Background: an optimization exercise with open tools, aiming at small area and a short achievable clock period. Do not read the settings as production practice. Only simulation tests tie the RTL to the original design; equivalence was not proved. Power figures rest on the tool's default switching activity, not on a simulated workload.

==> inputs of job 983 <==
// multiplierTree
module multiplierTree (
    input clk,
    input rst,
    input en,
    input [31:0] a,
    input [31:0] b,
    output reg [63:0] c
);
==> flow/config.mk <==
export PLATFORM = sky130hd
export DESIGN_NAME = multiplierTree
export DESIGN_NICKNAME = multiplierTree
export VERILOG_FILES = /design/flow/design.v
export SDC_FILE = /design/flow/constraint.sdc
export NUM_CORES = 4
export LEC_CHECK = 0
export CAP_MARGIN = 20
export CORE_MARGIN = 2
export CORE_UTILIZATION = 40
export SETUP_SLACK_MARGIN = 2.0
export SLEW_MARGIN = 20
export SYNTH_HIERARCHICAL = 1
==> flow/constraint.sdc <==
create_clock -name core_clock -period 9.0 [get_ports {clk}]
set_input_delay 1.8000 -clock core_clock [delete_from_list [all_inputs] [get_ports {clk}]]
set_output_delay 1.8000 -clock core_clock [all_outputs]
set_load 0.01 [all_outputs]
standard.sh (not shown) runs the stock make flow with config.mk's settings and CLKGATE_MAP_FILE= SYNTH_SCRIPT=/design/flow/synth_recipe.tcl, a recipe that flattens the netlist after the stock synthesis.
==> flow/flow/run.sh <==
#!/bin/bash
# Standard synthesis and layout; before placement every cell is set to its
# smallest drive (flow/downsize.tcl) so that repair sizes up only what timing needs.
set -euo pipefail
here=$(pwd)
bash standard.sh synth > synth.log 2>&1
export POST_FLOORPLAN_TCL=$here/flow/downsize.tcl
bash standard.sh finish POST_FLOORPLAN_TCL=$here/flow/downsize.tcl > layout.log 2>&1
==> flow/flow/downsize.tcl <==
# Set every standard cell to the smallest drive of its function before
# placement; repair_design and repair_timing then size up what needs it.
set db [ord::get_db]
set smallest [dict create]
foreach lib [$db getLibs] {
  foreach m [$lib getMasters] {
    set n [$m getName]
    if {![regexp {^(sky130_fd_sc_hd__[a-z0-9]+)_([0-9]+)$} $n -> base drv]} { continue }
    if {[string match "*lpflow*" $n] || [string match "*probe*" $n]} { continue }
    set a [expr {[$m getWidth] * [$m getHeight]}]
    if {![dict exists $smallest $base]} {
      dict set smallest $base [list $m $a $drv]
    } else {
      lassign [dict get $smallest $base] bm ba bd
      if {$a < $ba || ($a == $ba && $drv > $bd)} {
        dict set smallest $base [list $m $a $drv]
      }
    }
  }
}
set count 0
foreach inst [[ord::get_db_block] getInsts] {
  set m [$inst getMaster]
  set n [$m getName]
  if {![regexp {^(sky130_fd_sc_hd__[a-z0-9]+)_([0-9]+)$} $n -> base drv]} { continue }
  if {[string match "*df*" $base] || [string match "*clkbuf*" $base]} { continue }
  if {![dict exists $smallest $base]} { continue }
  set sm [lindex [dict get $smallest $base] 0]
  if {[$sm getName] ne $n} {
    $inst swapMaster $sm
    incr count
  }
}
puts "downsize: swapped $count instances"
==> job 1296 (differences from job 983) <==
CORE_UTILIZATION = 60   (was 40)
CTS_BUF_LIST = sky130_fd_sc_hd__clkbuf_8   (was default)
SETUP_SLACK_MARGIN = 2.3   (was 2.0)
==> qor summary <==
Met2 routed WL: job 1296 36850 um; job 983 40490 um
Count of instances resized after the clock tree is built: job 1296 32; job 983 11
Worst Setup Slack, final: job 1296 2.457 ns; job 983 2.250 ns
R2R cell count: job 1296 17; job 983 20
Fraction of final layout cells with drive strength greater than 1: job 1296 0.1122; job 983 0.1003
Combinational group share of total power: job 1296 0.885; job 983 0.863
Number of cells on the critical path: job 1296 17; job 983 20
Launch instance of the worst min-delay path: job 1296 c[0]; job 983 c[16]
Result of the run: job 1296 finished clean; job 983 finished clean
Switching component of the power: job 1296 0.006264 W; job 983 0.006421 W
DIE WIDTH: job 1296 209.7 um; job 983 256.0 um
Initial Util: job 1296 0.6068; job 983 0.4033
Final standard cell utilization of the core: job 1296 0.6705; job 983 0.4482
FF-to-FF setup slack: job 1296 2.46 ns; job 983 2.25 ns
Clock tree cell share of total cell area: job 1296 0.01346; job 983 0.02177
Total global-route track usage: job 1296 0.4077; job 983 0.2776
Clock latency of the later-clocked register in the worst-skew pair: job 1296 0.55 ns; job 983 0.50 ns
Non-CTS buffers: job 1296 232; job 983 214
Number of setup buffers added after CTS: job 1296 9; job 983 0
Peak Freq: job 1296 152.8 MHz; job 983 148.1 MHz
Drt total wl: job 1296 88110 um; job 983 91210 um
Number of detailed-routing iterations run before antenna repair: job 1296 9; job 983 7
Initial antenna violation count: job 1296 1; job 983 0
Power in sequential cells: job 1296 0.000791 W; job 983 0.000817 W
Final clock skew: job 1296 0.02724 ns; job 983 0.02412 ns
Switching share of power: job 1296 0.5638; job 983 0.5652
Power share of the sequential group: job 1296 0.071; job 983 0.072

==> afterwards: timing with drivers on the ports <==
The flow's constraints put no driver on any port. The routed layouts listed below were extracted and timed again, unchanged, in two steps. Step 1: set_driving_cell puts a clkbuf_16 on clk and a buf_2 on each other input, an assumption about the parent block. Step 2 moves the port delays by t, midway between the first and last clock arrival at a register: inputs arrive t later, outputs are due t later. That takes back most of the time a late clock gives input paths. Three values: no drivers, after step 1, after step 2; two values: the first two.
| run | t, ns | slack for setup (ns) | worst setup path after step 2 | latest minus earliest clock arrival (ns) |
|---|---|---|---|---|
| job 983 | 0.552 | 2.250 / 2.250 / 2.250 | register to register | 0.025 / 0.024 |
| job 1296 | 0.589 | 2.457 / 2.457 / 2.457 | register to register | 0.027 / 0.027 |
After both steps every run listed still meets setup and hold.
